Source: an optimization exercise on an open RTL-to-GDS flow (aim: small area, a short achievable clock period and few clock cycles). Production flows keep margins and buffers that such runs may drop.

==> willow <==
// mmm_r2mm_2n
module mmm_r2mm_2n
#(
    parameter K = 256
)
(
    input   wire            clk     ,
    input   wire            rst_n   ,
    input   wire [K-1  :0]  x       ,
    input   wire [K-1  :0]  y       ,
    input   wire [K-1  :0]  m       ,
    input   wire            req     ,
    output  wire [K-1  :0]  res     ,
    output  reg             val     
);
localparam KD = 8;
localparam SW = 265;
reg  [255:0]  Yr, Mr, Rr;
reg  [SW-1:0] Sr, Cr;
reg           cinr;
reg  [31:0]   sel;
reg  [5:0]    cnt;
wire [SW-1:0] ns, nc;
wire ncin;
wire idle  = (cnt == 6'd0);
wire start = req & idle;
wire it    = (cnt != 6'd0) && (cnt <= 6'd33);
wire f1    = (cnt == 6'd34);
wire f2    = (cnt == 6'd35);
wire clr   = idle | f2;
always @(posedge clk) begin Yr <= y; Mr <= m; end
wire [KD-1:0] inv_t, inv3_t;
mmm_inv u_inv (.a(Mr[KD-1:1]), .inv(inv_t), .inv3(inv3_t));
wire [KD-1:0] q_0;
mmm_q u_q0 (.clk(clk), .clr(clr), .ns(ns[KD-1:0]), .nc(nc[KD-1:0]), .ncin(ncin), .inv(inv_t), .inv3(inv3_t), .q(q_0));
wire [KD-1:0] q_1;
mmm_q u_q1 (.clk(clk), .clr(clr), .ns(ns[KD-1:0]), .nc(nc[KD-1:0]), .ncin(ncin), .inv(inv_t), .inv3(inv3_t), .q(q_1));
wire [KD-1:0] q_2;
mmm_q u_q2 (.clk(clk), .clr(clr), .ns(ns[KD-1:0]), .nc(nc[KD-1:0]), .ncin(ncin), .inv(inv_t), .inv3(inv3_t), .q(q_2));
wire [KD-1:0] q_3;
mmm_q u_q3 (.clk(clk), .clr(clr), .ns(ns[KD-1:0]), .nc(nc[KD-1:0]), .ncin(ncin), .inv(inv_t), .inv3(inv3_t), .q(q_3));
integer i;
reg [KD-1:0] xn, mn;
always @* begin
    xn = {KD{1'b0}}; mn = {KD{1'b0}};
    for (i = 1; i < 32; i = i + 1) begin
        xn = xn | ({KD{sel[i]}} & x[i*KD +: KD]);
        mn = mn | ({KD{sel[i]}} & m[i*KD +: KD]);
    end
end
reg [KD-1:0] xd, md;
reg          s255, bor, ptop;
always @(posedge clk) begin xd <= xn; md <= mn; s255 <= x[255]; end
wire [KD:0] dp = {1'b0, xd} - {1'b0, md & {KD{s255}}} - {{KD{1'b0}}, bor};
wire [KD:0] d0 = {1'b0, x[KD-1:0]} - {1'b0, m[KD-1:0] & {KD{x[255]}}};
wire [KD:0] dd = idle ? d0 : dp;
wire [KD:0] be = {dd[KD-1:0], ~idle & ptop};
always @(posedge clk) begin bor <= dd[KD]; ptop <= dd[KD-1]; end
  ...
export LEC_CHECK = 0
export CAP_MARGIN = 20
export CORE_MARGIN = 2
export CORE_UTILIZATION = 55
export SETUP_SLACK_MARGIN = 2
export SLEW_MARGIN = 20
export SYNTH_HIERARCHICAL = 1
export SYNTH_MINIMUM_KEEP_SIZE = 0
export TNS_END_PERCENT = 5
create_clock -name core_clock -period 30.0 [get_ports {clk}]
standard.sh (not shown) runs the stock make flow with config.mk's settings and CLKGATE_MAP_FILE= SYNTH_SCRIPT=/design/flow/synth_recipe.tcl, a recipe that flattens the netlist after the stock synthesis.
==> flow/flow/run.sh <==
#!/bin/bash
set -uo pipefail
bash standard.sh SETUP_SLACK_MARGIN=22.5 MATCH_CELL_FOOTPRINT=0 \
  'BUFFER_PORTS_ARGS=-buffer_cell sky130_fd_sc_hd__buf_2' finish > standard_flow.log 2>&1
==> harbor (differences from willow) <==
--- a/flow/design.v
+++ b/flow/design.v
@@ -318,10 +318,26 @@
     7'd127: begin inv = 8'd255; inv3 = 8'd253; end
     default: begin inv = 8'd0; inv3 = 8'd0; end
     endcase
 end
 endmodule
+module mmm_bd (
+    input  wire       clk,
+    input  wire [8:0] d,
+    output wire [3:0] one,
+    output wire [3:0] two,
+    output wire [3:0] neg
+);
+reg [8:0] e;
+always @(posedge clk) e <= d;
+genvar g;
+generate for (g = 0; g < 4; g = g + 1) begin : g_b
+    assign one[g] = e[2*g+1] ^ e[2*g];
+    assign two[g] = (e[2*g+2] & ~e[2*g+1] & ~e[2*g]) | (~e[2*g+2] & e[2*g+1] & e[2*g]);
+    assign neg[g] = e[2*g+2];
+end endgenerate
+endmodule
 module mmm_dreg #(parameter W = 8) (
     input  wire         clk,
     input  wire [W-1:0] d,
     output reg  [W-1:0] q
 );
@@ -360,107 +376,85 @@
     output  wire [K-1  :0]  res     ,
     output  reg             val     
 );
 localparam KD = 8;
 localparam SW = 265;
-reg  [255:0]  Yr, Mr, Rr;
+reg  [255:0]  Yr, Mr;
 reg  [SW-1:0] Sr, Cr;
 reg           cinr;
 reg  [31:0]   sel;
 reg  [5:0]    cnt;
+reg           s32;
 wire [SW-1:0] ns, nc;
 wire ncin;
 wire idle  = (cnt == 6'd0);
 wire start = req & idle;
 wire it    = (cnt != 6'd0) && (cnt <= 6'd33);
 wire f1    = (cnt == 6'd34);
 wire f2    = (cnt == 6'd35);
 wire clr   = idle | f2;
-always @(posedge clk) begin Yr <= y; Mr <= m; end
+always @(posedge clk) begin Mr <= m; end
 wire [KD-1:0] inv_t, inv3_t;
 mmm_inv u_inv (.a(Mr[KD-1:1]), .inv(inv_t), .inv3(inv3_t));
 wire [KD-1:0] q_0;
 mmm_q u_q0 (.clk(clk), .clr(clr), .ns(ns[KD-1:0]), .nc(nc[KD-1:0]), .ncin(ncin), .inv(inv_t), .inv3(inv3_t), .q(q_0));
 wire [KD-1:0] q_1;
 mmm_q u_q1 (.clk(clk), .clr(clr), .ns(ns[KD-1:0]), .nc(nc[KD-1:0]), .ncin(ncin), .inv(inv_t), .inv3(inv3_t), .q(q_1));
-wire [KD-1:0] q_2;
-mmm_q u_q2 (.clk(clk), .clr(clr), .ns(ns[KD-1:0]), .nc(nc[KD-1:0]), .ncin(ncin), .inv(inv_t), .inv3(inv3_t), .q(q_2));
-wire [KD-1:0] q_3;
-mmm_q u_q3 (.clk(clk), .clr(clr), .ns(ns[KD-1:0]), .nc(nc[KD-1:0]), .ncin(ncin), .inv(inv_t), .inv3(inv3_t), .q(q_3));
 integer i;
 reg [KD-1:0] xn, mn;
 always @* begin
     xn = {KD{1'b0}}; mn = {KD{1'b0}};
     for (i = 1; i < 32; i = i + 1) begin
         xn = xn | ({KD{sel[i]}} & x[i*KD +: KD]);
-        mn = mn | ({KD{sel[i]}} & m[i*KD +: KD]);
+        if (i < 31) mn = mn | ({KD{sel[i+1]}} & Mr[i*KD +: KD]);
+        else mn = mn | ({KD{s32}} & Mr[i*KD +: KD]);
     end
 end
-reg [KD-1:0] xd, md;
+always @(posedge clk) s32 <= it & sel[31];
+reg [KD-1:0] xd;
 reg          s255, bor, ptop;
-always @(posedge clk) begin xd <= xn; md <= mn; s255 <= x[255]; end
-wire [KD:0] dp = {1'b0, xd} - {1'b0, md & {KD{s255}}} - {{KD{1'b0}}, bor};
+always @(posedge clk) begin xd <= xn; s255 <= x[255]; end
+wire [KD:0] dp = {1'b0, xd} - {1'b0, mn & {KD{s255}}} - {{KD{1'b0}}, bor};
 wire [KD:0] d0 = {1'b0, x[KD-1:0]} - {1'b0, m[KD-1:0] & {KD{x[255]}}};
 wire [KD:0] dd = idle ? d0 : dp;
 wire [KD:0] be = {dd[KD-1:0], ~idle & ptop};
 always @(posedge clk) begin bor <= dd[KD]; ptop <= dd[KD-1]; end
-wire [3:0] b_one, b_two, b_neg;
-genvar gb;
-generate for (gb = 0; gb < 4; gb = gb + 1) begin : g_booth
-    assign b_one[gb] = be[2*gb+1] ^ be[2*gb];
-    assign b_two[gb] = (be[2*gb+2] & ~be[2*gb+1] & ~be[2*gb]) | (~be[2*gb+2] & be[2*gb+1] & be[2*gb]);
-    assign b_neg[gb] = be[2*gb+2];
-end endgenerate
 wire [3:0] bo_0, bt_0, bn_0;
-mmm_dreg #(.W(12)) u_bd0 (.clk(clk), .d({b_neg, b_two, b_one}), .q({bn_0, bt_0, bo_0}));
+mmm_bd u_bd0 (.clk(clk), .d(be), .one(bo_0), .two(bt_0), .neg(bn_0));
 wire [3:0] bo_1, bt_1, bn_1;
-mmm_dreg #(.W(12)) u_bd1 (.clk(clk), .d({b_neg, b_two, b_one}), .q({bn_1, bt_1, bo_1}));
-wire [3:0] bo_2, bt_2, bn_2;
-mmm_dreg #(.W(12)) u_bd2 (.clk(clk), .d({b_neg, b_two, b_one}), .q({bn_2, bt_2, bo_2}));
-wire [3:0] bo_3, bt_3, bn_3;
-mmm_dreg #(.W(12)) u_bd3 (.clk(clk), .d({b_neg, b_two, b_one}), .q({bn_3, bt_3, bo_3}));
+mmm_bd u_bd1 (.clk(clk), .d(be), .one(bo_1), .two(bt_1), .neg(bn_1));
 always @(posedge clk) begin
     if (start) sel <= {{29{1'b0}}, 3'b100};
     else if (it) sel <= {sel[30:0], 1'b0};
     else sel <= {{30{1'b0}}, 2'b10};
 end
 wire [2047:0] pq;
 genvar gj;
 generate for (gj = 0; gj < KD; gj = gj + 1) begin : g_pp
-    assign pq[gj*256+0 +: 64] = ~({64{q_0[gj]}} & Mr[63:0]);
-    assign pq[gj*256+64 +: 64] = ~({64{q_1[gj]}} & Mr[127:64]);
-    assign pq[gj*256+128 +: 64] = ~({64{q_2[gj]}} & Mr[191:128]);
-    assign pq[gj*256+192 +: 64] = ~({64{q_3[gj]}} & Mr[255:192]);
+    assign pq[gj*256+0 +: 128] = ~({128{q_0[gj]}} & Mr[127:0]);
+    assign pq[gj*256+128 +: 128] = ~({128{q_1[gj]}} & Mr[255:128]);
 end endgenerate
 wire [1027:0] px;
 wire [3:0] pxn, pxs;
 wire [256:0] y1 = {1'b0, Yr};
 wire [256:0] y2 = {Yr, 1'b0};
-assign px[63:0] = ~(({64{bo_0[0]}} & y1[63:0]) | ({64{bt_0[0]}} & y2[63:0])) ^ {64{bn_0[0]}};
-assign px[320:257] = ~(({64{bo_0[1]}} & y1[63:0]) | ({64{bt_0[1]}} & y2[63:0])) ^ {64{bn_0[1]}};
-assign px[577:514] = ~(({64{bo_0[2]}} & y1[63:0]) | ({64{bt_0[2]}} & y2[63:0])) ^ {64{bn_0[2]}};
-assign px[834:771] = ~(({64{bo_0[3]}} & y1[63:0]) | ({64{bt_0[3]}} & y2[63:0])) ^ {64{bn_0[3]}};
-assign px[127:64] = ~(({64{bo_1[0]}} & y1[127:64]) | ({64{bt_1[0]}} & y2[127:64])) ^ {64{bn_1[0]}};
-assign px[384:321] = ~(({64{bo_1[1]}} & y1[127:64]) | ({64{bt_1[1]}} & y2[127:64])) ^ {64{bn_1[1]}};
-assign px[641:578] = ~(({64{bo_1[2]}} & y1[127:64]) | ({64{bt_1[2]}} & y2[127:64])) ^ {64{bn_1[2]}};
-assign px[898:835] = ~(({64{bo_1[3]}} & y1[127:64]) | ({64{bt_1[3]}} & y2[127:64])) ^ {64{bn_1[3]}};
-assign px[191:128] = ~(({64{bo_2[0]}} & y1[191:128]) | ({64{bt_2[0]}} & y2[191:128])) ^ {64{bn_2[0]}};
-assign px[448:385] = ~(({64{bo_2[1]}} & y1[191:128]) | ({64{bt_2[1]}} & y2[191:128])) ^ {64{bn_2[1]}};
-assign px[705:642] = ~(({64{bo_2[2]}} & y1[191:128]) | ({64{bt_2[2]}} & y2[191:128])) ^ {64{bn_2[2]}};
-assign px[962:899] = ~(({64{bo_2[3]}} & y1[191:128]) | ({64{bt_2[3]}} & y2[191:128])) ^ {64{bn_2[3]}};
-assign px[256:192] = ~(({65{bo_3[0]}} & y1[256:192]) | ({65{bt_3[0]}} & y2[256:192])) ^ {65{bn_3[0]}};
-assign px[513:449] = ~(({65{bo_3[1]}} & y1[256:192]) | ({65{bt_3[1]}} & y2[256:192])) ^ {65{bn_3[1]}};
-assign px[770:706] = ~(({65{bo_3[2]}} & y1[256:192]) | ({65{bt_3[2]}} & y2[256:192])) ^ {65{bn_3[2]}};
-assign px[1027:963] = ~(({65{bo_3[3]}} & y1[256:192]) | ({65{bt_3[3]}} & y2[256:192])) ^ {65{bn_3[3]}};
+assign px[127:0] = ~(({128{bo_0[0]}} & y1[127:0]) | ({128{bt_0[0]}} & y2[127:0])) ^ {128{bn_0[0]}};
+assign px[384:257] = ~(({128{bo_0[1]}} & y1[127:0]) | ({128{bt_0[1]}} & y2[127:0])) ^ {128{bn_0[1]}};
+assign px[641:514] = ~(({128{bo_0[2]}} & y1[127:0]) | ({128{bt_0[2]}} & y2[127:0])) ^ {128{bn_0[2]}};
+assign px[898:771] = ~(({128{bo_0[3]}} & y1[127:0]) | ({128{bt_0[3]}} & y2[127:0])) ^ {128{bn_0[3]}};
+assign px[256:128] = ~(({129{bo_1[0]}} & y1[256:128]) | ({129{bt_1[0]}} & y2[256:128])) ^ {129{bn_1[0]}};
+assign px[513:385] = ~(({129{bo_1[1]}} & y1[256:128]) | ({129{bt_1[1]}} & y2[256:128])) ^ {129{bn_1[1]}};
+assign px[770:642] = ~(({129{bo_1[2]}} & y1[256:128]) | ({129{bt_1[2]}} & y2[256:128])) ^ {129{bn_1[2]}};
+assign px[1027:899] = ~(({129{bo_1[3]}} & y1[256:128]) | ({129{bt_1[3]}} & y2[256:128])) ^ {129{bn_1[3]}};
 assign pxn[0] = ~bn_0[0];
-assign pxs[0] = bn_3[0];
+assign pxs[0] = bn_1[0];
 assign pxn[1] = ~bn_0[1];
-assign pxs[1] = bn_3[1];
+assign pxs[1] = bn_1[1];
 assign pxn[2] = ~bn_0[2];
-assign pxs[2] = bn_3[2];
+assign pxs[2] = bn_1[2];
 assign pxn[3] = ~bn_0[3];
-assign pxs[3] = bn_3[3];
+assign pxs[3] = bn_1[3];
 wire t_s0, t_c0;
 mmm_fa u_t_s0 (.a(Sr[0]), .b(Cr[0]), .c(cinr), .s(t_s0), .co(t_c0));
 wire t_s1, t_c1;
 mmm_fa u_t_s1 (.a(Sr[1]), .b(Cr[1]), .c(t_c0), .s(t_s1), .co(t_c1));
 wire t_hs0 = ~(t_s1 ^ pq[1]);
@@ -8960,12 +8954,12 @@
         cinr <= 1'b0;
     end else begin
         Sr <= ns; Cr <= nc; cinr <= ncin;
     end
 end
-always @(posedge clk) Rr <= (~Sr[257] | cpa[257]) ? ~cpa[255:0] : ~Sr[255:0];
-assign res = Rr;
+always @(posedge clk) Yr <= f2 ? ((~Sr[257] | cpa[257]) ? ~cpa[255:0] : ~Sr[255:0]) : y;
+assign res = Yr;
 always @(posedge clk or negedge rst_n) begin
     if (!rst_n) begin
         cnt <= 6'd0; val <= 1'b0;
     end else begin
         val <= f2;
CELL_PAD_IN_SITES_DETAIL_PLACEMENT = 1   (was default)
TNS_END_PERCENT = 50   (was 5)
==> onyx (differences from willow) <==
--- a/flow/design.v
+++ b/flow/design.v
@@ -318,10 +318,26 @@
     7'd127: begin inv = 8'd255; inv3 = 8'd253; end
     default: begin inv = 8'd0; inv3 = 8'd0; end
     endcase
 end
 endmodule
+module mmm_bd (
+    input  wire       clk,
+    input  wire [8:0] d,
+    output wire [3:0] one,
+    output wire [3:0] two,
+    output wire [3:0] neg
+);
+reg [8:0] e;
+always @(posedge clk) e <= d;
+genvar g;
+generate for (g = 0; g < 4; g = g + 1) begin : g_b
+    assign one[g] = e[2*g+1] ^ e[2*g];
+    assign two[g] = (e[2*g+2] & ~e[2*g+1] & ~e[2*g]) | (~e[2*g+2] & e[2*g+1] & e[2*g]);
+    assign neg[g] = e[2*g+2];
+end endgenerate
+endmodule
 module mmm_dreg #(parameter W = 8) (
     input  wire         clk,
     input  wire [W-1:0] d,
     output reg  [W-1:0] q
 );
@@ -360,24 +376,25 @@
     output  wire [K-1  :0]  res     ,
     output  reg             val     
 );
 localparam KD = 8;
 localparam SW = 265;
-reg  [255:0]  Yr, Mr, Rr;
+reg  [255:0]  Yr, Mr;
 reg  [SW-1:0] Sr, Cr;
 reg           cinr;
 reg  [31:0]   sel;
 reg  [5:0]    cnt;
+reg           s32;
 wire [SW-1:0] ns, nc;
 wire ncin;
 wire idle  = (cnt == 6'd0);
 wire start = req & idle;
 wire it    = (cnt != 6'd0) && (cnt <= 6'd33);
 wire f1    = (cnt == 6'd34);
 wire f2    = (cnt == 6'd35);
 wire clr   = idle | f2;
-always @(posedge clk) begin Yr <= y; Mr <= m; end
+always @(posedge clk) begin Mr <= m; end
 wire [KD-1:0] inv_t, inv3_t;
 mmm_inv u_inv (.a(Mr[KD-1:1]), .inv(inv_t), .inv3(inv3_t));
 wire [KD-1:0] q_0;
 mmm_q u_q0 (.clk(clk), .clr(clr), .ns(ns[KD-1:0]), .nc(nc[KD-1:0]), .ncin(ncin), .inv(inv_t), .inv3(inv3_t), .q(q_0));
 wire [KD-1:0] q_1;
@@ -390,36 +407,31 @@
 reg [KD-1:0] xn, mn;
 always @* begin
     xn = {KD{1'b0}}; mn = {KD{1'b0}};
     for (i = 1; i < 32; i = i + 1) begin
         xn = xn | ({KD{sel[i]}} & x[i*KD +: KD]);
-        mn = mn | ({KD{sel[i]}} & m[i*KD +: KD]);
+        if (i < 31) mn = mn | ({KD{sel[i+1]}} & Mr[i*KD +: KD]);
+        else mn = mn | ({KD{s32}} & Mr[i*KD +: KD]);
     end
 end
-reg [KD-1:0] xd, md;
+always @(posedge clk) s32 <= it & sel[31];
+reg [KD-1:0] xd;
 reg          s255, bor, ptop;
-always @(posedge clk) begin xd <= xn; md <= mn; s255 <= x[255]; end
-wire [KD:0] dp = {1'b0, xd} - {1'b0, md & {KD{s255}}} - {{KD{1'b0}}, bor};
+always @(posedge clk) begin xd <= xn; s255 <= x[255]; end
+wire [KD:0] dp = {1'b0, xd} - {1'b0, mn & {KD{s255}}} - {{KD{1'b0}}, bor};
 wire [KD:0] d0 = {1'b0, x[KD-1:0]} - {1'b0, m[KD-1:0] & {KD{x[255]}}};
 wire [KD:0] dd = idle ? d0 : dp;
 wire [KD:0] be = {dd[KD-1:0], ~idle & ptop};
 always @(posedge clk) begin bor <= dd[KD]; ptop <= dd[KD-1]; end
-wire [3:0] b_one, b_two, b_neg;
-genvar gb;
-generate for (gb = 0; gb < 4; gb = gb + 1) begin : g_booth
-    assign b_one[gb] = be[2*gb+1] ^ be[2*gb];
-    assign b_two[gb] = (be[2*gb+2] & ~be[2*gb+1] & ~be[2*gb]) | (~be[2*gb+2] & be[2*gb+1] & be[2*gb]);
-    assign b_neg[gb] = be[2*gb+2];
-end endgenerate
 wire [3:0] bo_0, bt_0, bn_0;
-mmm_dreg #(.W(12)) u_bd0 (.clk(clk), .d({b_neg, b_two, b_one}), .q({bn_0, bt_0, bo_0}));
+mmm_bd u_bd0 (.clk(clk), .d(be), .one(bo_0), .two(bt_0), .neg(bn_0));
 wire [3:0] bo_1, bt_1, bn_1;
-mmm_dreg #(.W(12)) u_bd1 (.clk(clk), .d({b_neg, b_two, b_one}), .q({bn_1, bt_1, bo_1}));
+mmm_bd u_bd1 (.clk(clk), .d(be), .one(bo_1), .two(bt_1), .neg(bn_1));
 wire [3:0] bo_2, bt_2, bn_2;
-mmm_dreg #(.W(12)) u_bd2 (.clk(clk), .d({b_neg, b_two, b_one}), .q({bn_2, bt_2, bo_2}));
+mmm_bd u_bd2 (.clk(clk), .d(be), .one(bo_2), .two(bt_2), .neg(bn_2));
 wire [3:0] bo_3, bt_3, bn_3;
-mmm_dreg #(.W(12)) u_bd3 (.clk(clk), .d({b_neg, b_two, b_one}), .q({bn_3, bt_3, bo_3}));
+mmm_bd u_bd3 (.clk(clk), .d(be), .one(bo_3), .two(bt_3), .neg(bn_3));
 always @(posedge clk) begin
     if (start) sel <= {{29{1'b0}}, 3'b100};
     else if (it) sel <= {sel[30:0], 1'b0};
     else sel <= {{30{1'b0}}, 2'b10};
 end
@@ -8960,12 +8972,12 @@
         cinr <= 1'b0;
     end else begin
         Sr <= ns; Cr <= nc; cinr <= ncin;
     end
 end
-always @(posedge clk) Rr <= (~Sr[257] | cpa[257]) ? ~cpa[255:0] : ~Sr[255:0];
-assign res = Rr;
+always @(posedge clk) Yr <= f2 ? ((~Sr[257] | cpa[257]) ? ~cpa[255:0] : ~Sr[255:0]) : y;
+assign res = Yr;
 always @(posedge clk or negedge rst_n) begin
     if (!rst_n) begin
         cnt <= 6'd0; val <= 1'b0;
     end else begin
         val <= f2;
CELL_PAD_IN_SITES_DETAIL_PLACEMENT = 1   (was default)
==> summary of the runs <==
- willow never finished: it broke off in detailed routing (5_2_route) (DRT-1231). onyx finished but failed the layout checks on max-slew violations. harbor finished clean.
- Of willow and onyx, willow has the higher synthesized area (gap about 1.5%, measured against onyx).
- Sequential cell count: harbor is lower than onyx (82).
- Of onyx and harbor, onyx has the higher final cell count (gap about 3%, measured against harbor).
- Routed wire length: onyx is larger than harbor (about 0.8%).
- Clock skew: harbor is lower than onyx (0.0024 ns).
- In harbor the die area is lower than in onyx, by 3.7%.
- In onyx the setup slack is lower than in harbor, by 0.13 ns.
- Between harbor and onyx, the lower non-clock buffer count is in onyx (gap 14).
Function was not checked in any run of this note: the RTL went through the layout flow alone.

re-timing with driven ports:
The results above use ideal ports. As a check the final layouts listed here were re-extracted and re-timed, cells and wires unchanged.
Step 1 sets driving cells, clkbuf_16 on the clock port and buf_2 on the other inputs (assumed; they add their load-dependent delay and slew).
Step 2 adds t to the input delays and takes it off the output delays; t is the mean of the earliest and latest rising clock arrival at the registers after step 1. Input paths then give back, and output paths get back, about the clock's delay inside the block.
a / b / c = no drivers / after step 1 / after step 2; a / b = the first two.
| run | t (ns) | slack for setup (ns) | worst setup path after step 2 | latest minus earliest clock arrival (ns) | pins driven straight from the clock port |
|---|---|---|---|---|---|
| harbor | 1.010 | 22.301 / 22.181 / 21.525 | input to register | 0.054 / 0.055 | 1 |
| onyx | 0.998 | 22.171 / 22.193 / 21.260 | input to register | 0.057 / 0.056 | 1 |
The setup slack of onyx, which loses most, moves by +0.022 ns with the drivers and by -0.911 ns with both steps.
